What follows belongs to an exercise in optimizing a design on an open flow for small area and a short achievable clock period; a production flow would make more cautious choices.
At most, simulation tests tie the RTL to the original design; equivalence was not proved.

## ternary_sum_nine
module ternary_sum_nine #(
    parameter WIDTH = 32
) (
    input clk,
    input [WIDTH-1:0] i0,
    input [WIDTH-1:0] i1,
    input [WIDTH-1:0] i2,
    input [WIDTH-1:0] i3,
    input [WIDTH-1:0] i4,
    input [WIDTH-1:0] i5,
    input [WIDTH-1:0] i6,
    input [WIDTH-1:0] i7,
    input [WIDTH-1:0] i8,
    output [WIDTH+4-1:0] o
);
For scale: roughly 660 cells after synthesis, roughly 140 flip-flops, roughly 9300 um2 of cells after synthesis.
export LEC_CHECK = 0
export CAP_MARGIN = 20
export CORE_MARGIN = 2
export CORE_UTILIZATION = 40
export SLEW_MARGIN = 20
create_clock -name core_clock -period 5.5 [get_ports {clk}]
standard.sh (not shown) runs the stock make flow with config.mk's settings and CLKGATE_MAP_FILE= SYNTH_SCRIPT=/design/flow/synth_recipe.tcl, a recipe that flattens the netlist after the stock synthesis.
==> flow/flow/run.sh <==
#!/bin/bash
set -e
export BUFFER_PORTS_ARGS="-buffer_cell sky130_fd_sc_hd__buf_1"
bash standard.sh > standard.log 2>&1
==> next run, changes <==
Settings changed: CORE_UTILIZATION 40 to 60, CTS_BUF_LIST set to sky130_fd_sc_hd__clkbuf_8, SETUP_SLACK_MARGIN set to 2.9.
=> Final cell count came out lower by a few percent; routed wire length came out higher by a few percent; utilization came out higher by 28 points; clock skew came out higher by 0.0099 ns; setup slack is better by 0.23 ns; hold slack is better by 0.011 ns; register-to-register slack is better by 0.23 ns; via count came out higher by a little under a tenth.
==> next run, changes <==
Settings changed: ABC_AREA set to 1, CTS_BUF_LIST sky130_fd_sc_hd__clkbuf_8 to sky130_fd_sc_hd__clkbuf_4, SETUP_SLACK_MARGIN 2.9 to 3.0.
Effect: Cell area shrinks by 3.9%. Setup slack gets better by 0.35 ns. Final cell count grows by 17%. Synthesized cell count climbs by 29%. Wire length decreases by 10%. Global-route usage is lower by 2.4 points. Sequential share of layout area is higher by 0.87 points. Register-to-register slack is better by 0.39 ns. Core utilization went down by 6.0 points. Count of clock-buffer cells in the layout rises by 4.
==> next run, changes <==
Settings changed: ABC_AREA 1 to unset, ABC_CLOCK_PERIOD_IN_PS set to 2000, CORE_UTILIZATION 60 to 40, CTS_BUF_LIST sky130_fd_sc_hd__clkbuf_4 to unset, SETUP_SLACK_MARGIN 3.0 to 3.3.
Result: Area after synthesis is lower by 3.8%. Final area rose by 13%. Sequential cell count stays the same. Die area went up by 43%.
==> next run, changes <==
Settings changed: ABC_AREA set to 1, ABC_CLOCK_PERIOD_IN_PS 2000 to unset, CORE_UTILIZATION 40 to 60, SETUP_SLACK_MARGIN 3.3 to 3.0.
What happened: Clock-buffer cell count goes up by 5. Wire length went down by 5.5%. Via count came out higher by about 9%. Sequential share of layout area grows by 2.2 points.


## run A
ternary_sum_nine again, from the RTL that the note above started with.
export LEC_CHECK = 0
export ABC_AREA = 1
export CAP_MARGIN = 20
export CORE_MARGIN = 2
export CORE_UTILIZATION = 60
export SETUP_SLACK_MARGIN = 3.2
export SLEW_MARGIN = 20
export TNS_END_PERCENT = 10
create_clock -name core_clock -period 5.5 [get_ports {clk}]
==> flow/flow/run.sh <==
#!/bin/bash
set -e
export BUFFER_PORTS_ARGS="-buffer_cell sky130_fd_sc_hd__buf_1"
export CTS_ARGS="-sink_clustering_enable -repair_clock_nets -dont_use_dummy_load -buf_list sky130_fd_sc_hd__clkbuf_8"
bash standard.sh > standard.log 2>&1
Run A completed end to end with timing, DRC and antenna clean.
[inputs] run B vs run A
# run A
export LEC_CHECK = 0
export ABC_AREA = 1
export CAP_MARGIN = 20
export CORE_MARGIN = 2
export CORE_UTILIZATION = 60
export SETUP_SLACK_MARGIN = 3.2
export SLEW_MARGIN = 20
export TNS_END_PERCENT = 10
create_clock -name core_clock -period 5.5 [get_ports {clk}]
# run B
export LEC_CHECK = 0
export ABC_AREA = 1
export CAP_MARGIN = 20
export CORE_MARGIN = 2
export CORE_UTILIZATION = 60
export SLEW_MARGIN = 20
create_clock -name core_clock -period 5.5 [get_ports {clk}]
==> flow/flow/run.sh <==
#!/bin/bash
set -e
export BUFFER_PORTS_ARGS="-buffer_cell sky130_fd_sc_hd__buf_1"
bash standard.sh > standard.log 2>&1
Results
Run B: done, clean on timing, DRC and antenna. The total number of nets in the final design of run B and that of run A are within noise of each other. The global-route usage number comes out higher for run B vs run A. On met1 routing resource usage after global routing, the higher figure sits with run B, not run A. NOTE: placer congestion estimate in run B falls short of that of run A. Looking at proportion of cell area spent on the clock network across run B and run A, the one that comes out lower is run A. Run B against run A: global-route wire length before repair picked up an extra 3.0%.


north:
ternary_sum_nine, a different RTL version from the one above (not shown whole).
Size in the first run: about 620 cells after synthesis, ~9000 um2 of cells after synthesis.
==> flow/config.mk <==
export PLATFORM = sky130hd
export DESIGN_NAME = ternary_sum_nine
export DESIGN_NICKNAME = ternary_sum_nine
export VERILOG_FILES = /design/flow/design.v
export SDC_FILE = /design/flow/constraint.sdc
export NUM_CORES = 4
export LEC_CHECK = 0
export ABC_CLOCK_PERIOD_IN_PS = 700
export CAP_MARGIN = 20
export CORE_MARGIN = 2
export CORE_UTILIZATION = 60
export SETUP_SLACK_MARGIN = 3.0
export SLEW_MARGIN = 20
==> flow/constraint.sdc <==
create_clock -name core_clock -period 5.5 [get_ports {clk}]
set_input_delay 1.1000 -clock core_clock [delete_from_list [all_inputs] [get_ports {clk}]]
set_output_delay 1.1000 -clock core_clock [all_outputs]
set_load 0.01 [all_outputs]
==> flow/flow/run.sh <==
#!/bin/bash
set -e
export BUFFER_PORTS_ARGS="-buffer_cell sky130_fd_sc_hd__buf_1"
bash standard.sh > standard.log 2>&1
Both conditions hold for north: the flow ran to the end and the final layout passed the timing, DRC and antenna checks.
Input-level comparison between south and north:
Settings: SETUP_SLACK_MARGIN removed (was 3.0); ABC_CLOCK_PERIOD_IN_PS removed (was 700); CORE_UTILIZATION changed from 60 to 40.
==> comparison <==
| routed wire length | south vs north | about 5% lower |. Against north as the reference, south delivers a lower worst slack after detailed placement. Highest achievable clock rate, south and north, lower one = south. Sink count of the clock tree: south vs north — no meaningful difference. The number of rows in the core area of south exceeds that of north by 23%. south vs north on biggest fanout along the worst timing path: south is the higher one. Compared north against south; total of flip-flops plus latches after synthesis within noise. north ended up with r1_c1_2 as its critical path launch point; south ended up with r1_c4_0. In the final reports, the cell area of south is smaller than that of north. Die size: south exceeds north.
Relative to south, the following input files were edited for east:
Settings: CORE_UTILIZATION: 40 -> 60; SETUP_SLACK_MARGIN: unset -> 3.0.
==> comparison <==
- Final net count, east vs south: up slightly
- Looking at end of the critical path, the o_r[32] result is from east; the o_r[35] one comes from south.
- east: number of setup buffers added after CTS is 10 higher than what south reported.
- Diff east..south | max-slew violation count | unchanged
> inputs changed (east -> west)
Settings: ABC_CLOCK_PERIOD_IN_PS now 700, previously not set; SETUP_SLACK_MARGIN no longer set, was 3.0.
west vs. east: total of cells resized after clock tree synthesis went down by 34.
Wire: west routes less than east
west against east: sum of met3 wire segment lengths after detailed routing shows a reduction of about 6%; final net count shows a reduction of 14.
The all-layer global routing usage on west is in line with that on east.
[compare] base=east new=west: minimum clock period after layout climbed 0.23 ns, utilization went down by 4.3 points, cell count along the critical path now smaller.
No run of this note included a check of the RTL's function; only the layout flow was run.


Setup of alpha:
Another version of the RTL of ternary_sum_nine (not shown whole).
Size: ~830 cells after synthesis, about 130 flip-flops, roughly 330 I/O pins.
==> flow/config.mk <==
export PLATFORM = sky130hd
export DESIGN_NAME = ternary_sum_nine
export DESIGN_NICKNAME = ternary_sum_nine
export VERILOG_FILES = /design/flow/design.v
export SDC_FILE = /design/flow/constraint.sdc
export NUM_CORES = 4
export LEC_CHECK = 0
export ABC_AREA = 1
export CAP_MARGIN = 20
export CORE_MARGIN = 2
export CORE_UTILIZATION = 60
export CTS_BUF_LIST = sky130_fd_sc_hd__clkbuf_4
export SETUP_SLACK_MARGIN = 3.3
export SLEW_MARGIN = 20
==> flow/constraint.sdc <==
create_clock -name core_clock -period 5.5 [get_ports {clk}]
set_input_delay 1.1000 -clock core_clock [delete_from_list [all_inputs] [get_ports {clk}]]
set_output_delay 1.1000 -clock core_clock [all_outputs]
set_load 0.01 [all_outputs]
Scripts as last shown in full above: flow/flow/run.sh
alpha completed; timing, DRC and antenna clean
Input changes introduced in beta (baseline for comparison: alpha):
==> flow/flow/run.sh <==
#!/bin/bash
set -e
export BUFFER_PORTS_ARGS="-buffer_cell sky130_fd_sc_hd__buf_1"
export CTS_ARGS="-sink_clustering_enable -repair_clock_nets -dont_use_dummy_load -buf_list sky130_fd_sc_hd__clkbuf_8"
bash standard.sh > standard.log 2>&1
--- a/flow/config.mk
+++ b/flow/config.mk
@@ -10,5 +10,5 @@
 export CORE_MARGIN = 2
-export CORE_UTILIZATION = 60
-export CTS_BUF_LIST = sky130_fd_sc_hd__clkbuf_4
-export SETUP_SLACK_MARGIN = 3.3
+export CORE_UTILIZATION = 65
+export SETUP_SLACK_MARGIN = 3.1
 export SLEW_MARGIN = 20
+export TNS_END_PERCENT = 10
--- outcome ---
beta closes out successfully: all stages finished, all timing, DRC and antenna checks passed. The lower cell area of beta and alpha is in beta. beta vs. alpha: global-route wire length before repair went up by 3.5%; sequential share of layout area went up by 2.1 points; share of the cycle needed by the critical path after routing went up by 2.5 points; global-route usage went up by 2.1 points. In the metrics for beta and alpha, the one carrying the lower final layout net count is beta.
#### Input delta (gamma over beta)
==> flow/flow/run.sh <==
#!/bin/bash
set -e
export BUFFER_PORTS_ARGS="-buffer_cell sky130_fd_sc_hd__buf_1"
bash standard.sh > standard.log 2>&1
--- a/flow/config.mk
+++ b/flow/config.mk
@@ -10,5 +10,5 @@
 export CORE_MARGIN = 2
-export CORE_UTILIZATION = 65
-export SETUP_SLACK_MARGIN = 3.1
+export CORE_UTILIZATION = 60
+export CTS_BUF_LIST = sky130_fd_sc_hd__clkbuf_4
+export SETUP_SLACK_MARGIN = 3.4
 export SLEW_MARGIN = 20
-export TNS_END_PERCENT = 10
### Flow results
- Looking at arrival time of data at the critical path endpoint, gamma sits 0.26 ns above beta.
- Looking only at minimum hold slack, and setting everything else aside, the higher value of gamma and beta goes to gamma.
- From beta to gamma the numbers moved as follows: count of standard-cell rows +about 2.3%, number of vias per cell after detailed routing increased 0.18, non-clock buffer count increased 22.
- Reported for gamma and beta, number of buffer and inverter stages on the critical path turned out identical to the last digit.
- In gamma the layout filler cell count turned out 19% lower than in beta.
- Post-synthesis net count came out exactly the same in gamma and beta.
- Post-layout instance area ends up lower on beta.
The inputs of delta differ from those of gamma as listed below.
==> flow/flow/run.sh <==
#!/bin/bash
set -e
export BUFFER_PORTS_ARGS="-buffer_cell sky130_fd_sc_hd__buf_1"
export CTS_ARGS="-sink_clustering_enable -repair_clock_nets -dont_use_dummy_load -buf_list sky130_fd_sc_hd__clkbuf_8 -sink_clustering_size 24 -sink_clustering_max_diameter 80"
bash standard.sh > standard.log 2>&1
--- a/flow/config.mk
+++ b/flow/config.mk
@@ -11,4 +11,4 @@
 export CORE_UTILIZATION = 60
-export CTS_BUF_LIST = sky130_fd_sc_hd__clkbuf_4
-export SETUP_SLACK_MARGIN = 3.4
+export SETUP_SLACK_MARGIN = 3.1
 export SLEW_MARGIN = 20
+export TNS_END_PERCENT = 10
==> comparison <==
- delta reports a lower routed wire length than gamma does.
- Final design area excluding fillers on delta is down relative to gamma.
- Proportion of register bits with asynchronous set or reset after synthesis came out exactly the same in gamma and delta.
- Comparing gamma and delta, fraction of area in clock buffers and inverters is higher on delta.
- Row clock latency at the later pin of the worst-skew pair: delta lower / gamma higher
Here is what was changed in the inputs of epsilon compared with delta.
==> flow/flow/run.sh <==
#!/bin/bash
set -e
export BUFFER_PORTS_ARGS="-buffer_cell sky130_fd_sc_hd__buf_1"
export CTS_ARGS="-sink_clustering_enable -repair_clock_nets -dont_use_dummy_load -buf_list sky130_fd_sc_hd__clkbuf_8"
bash standard.sh > standard.log 2>&1
--- a/flow/config.mk
+++ b/flow/config.mk
@@ -11,4 +11,3 @@
 export CORE_UTILIZATION = 60
-export SETUP_SLACK_MARGIN = 3.1
+export SETUP_SLACK_MARGIN = 3.2
 export SLEW_MARGIN = 20
-export TNS_END_PERCENT = 10
Results
epsilon — growth of design area from synthesis to finish 5.4 points higher, delta as reference. Critical path's slowest cell = sky130_fd_sc_hd__fa_1: delta; critical path's slowest cell = sky130_fd_sc_hd__fa_2: epsilon. Going from delta to epsilon, setup-violating endpoint count in the final report saw little to no change, violation count after the first detailed-route iteration saw a decrease. On count of placed standard cells in the final layout, fillers left out, delta tracks epsilon almost exactly. Between delta and epsilon, the arrival time at the worst endpoint is lower for epsilon. Per the comparison of epsilon with delta, area of the multi-input gates climbed about 7%; sequential share of layout area went down by 1.0 points; clock-pin transition on the worst setup and hold timing paths flat.

re-timing with driven ports:
How much do the figures lean on ideal ports? The routed layouts below were timed once more, with nothing changed but the port constraints. Step 1: set_driving_cell puts a clkbuf_16 on clk and a buf_2 on each other input, an assumption about the parent block. Step 2 times the ports against the registers' clock, not the clock port: input delays grow and output delays shrink by t, the midpoint of the rising clock arrivals with the driver on. a / b / c = ideal / step 1 / step 2; a / b = the first two.
run | t (ns) | setup WS [ns] | worst setup path at the end | cell pins on the clock port's net
the first run of note 1 | 0.451 | 2.539 / 2.539 / 2.529 | input to register | 1
the second run of note 1 | 0.478 | 2.764 / 2.764 / 2.552 | input to register | 1
the third run of note 1 | 0.557 | 3.117 / 3.129 / 2.572 | input to register | 1
the fourth run of note 1 | 0.460 | 2.751 / 2.751 / 2.569 | input to register | 1
the fifth run of note 1 | 0.452 | 3.059 / 3.076 / 2.624 | input to register | 1
run A | 0.468 | 3.111 / 3.119 / 2.651 | input to register | 1
run B | 0.455 | 3.024 / 3.039 / 2.584 | input to register | 1
north | 0.451 | 2.462 / 2.462 / 2.462 | register to register | 1
south | 0.456 | 2.127 / 2.127 / 2.127 | register to register | 1
east | 0.451 | 2.462 / 2.462 / 2.462 | register to register | 1
west | 0.455 | 2.230 / 2.230 / 2.230 | register to register | 1
alpha | 0.591 | 3.254 / 3.254 / 2.757 | input to register | 1
beta | 0.474 | 3.119 / 3.133 / 2.659 | input to register | 1
gamma | 0.593 | 3.018 / 3.018 / 2.747 | input to register | 1
delta | 0.481 | 3.150 / 3.166 / 2.685 | input to register | 1
epsilon | 0.469 | 3.200 / 3.203 / 2.735 | input to register | 1
After both steps setup and hold are still met in every run listed. The setup slack of the third run of note 1, which loses most, moves by +0.012 ns with the drivers and by -0.545 ns with both steps.
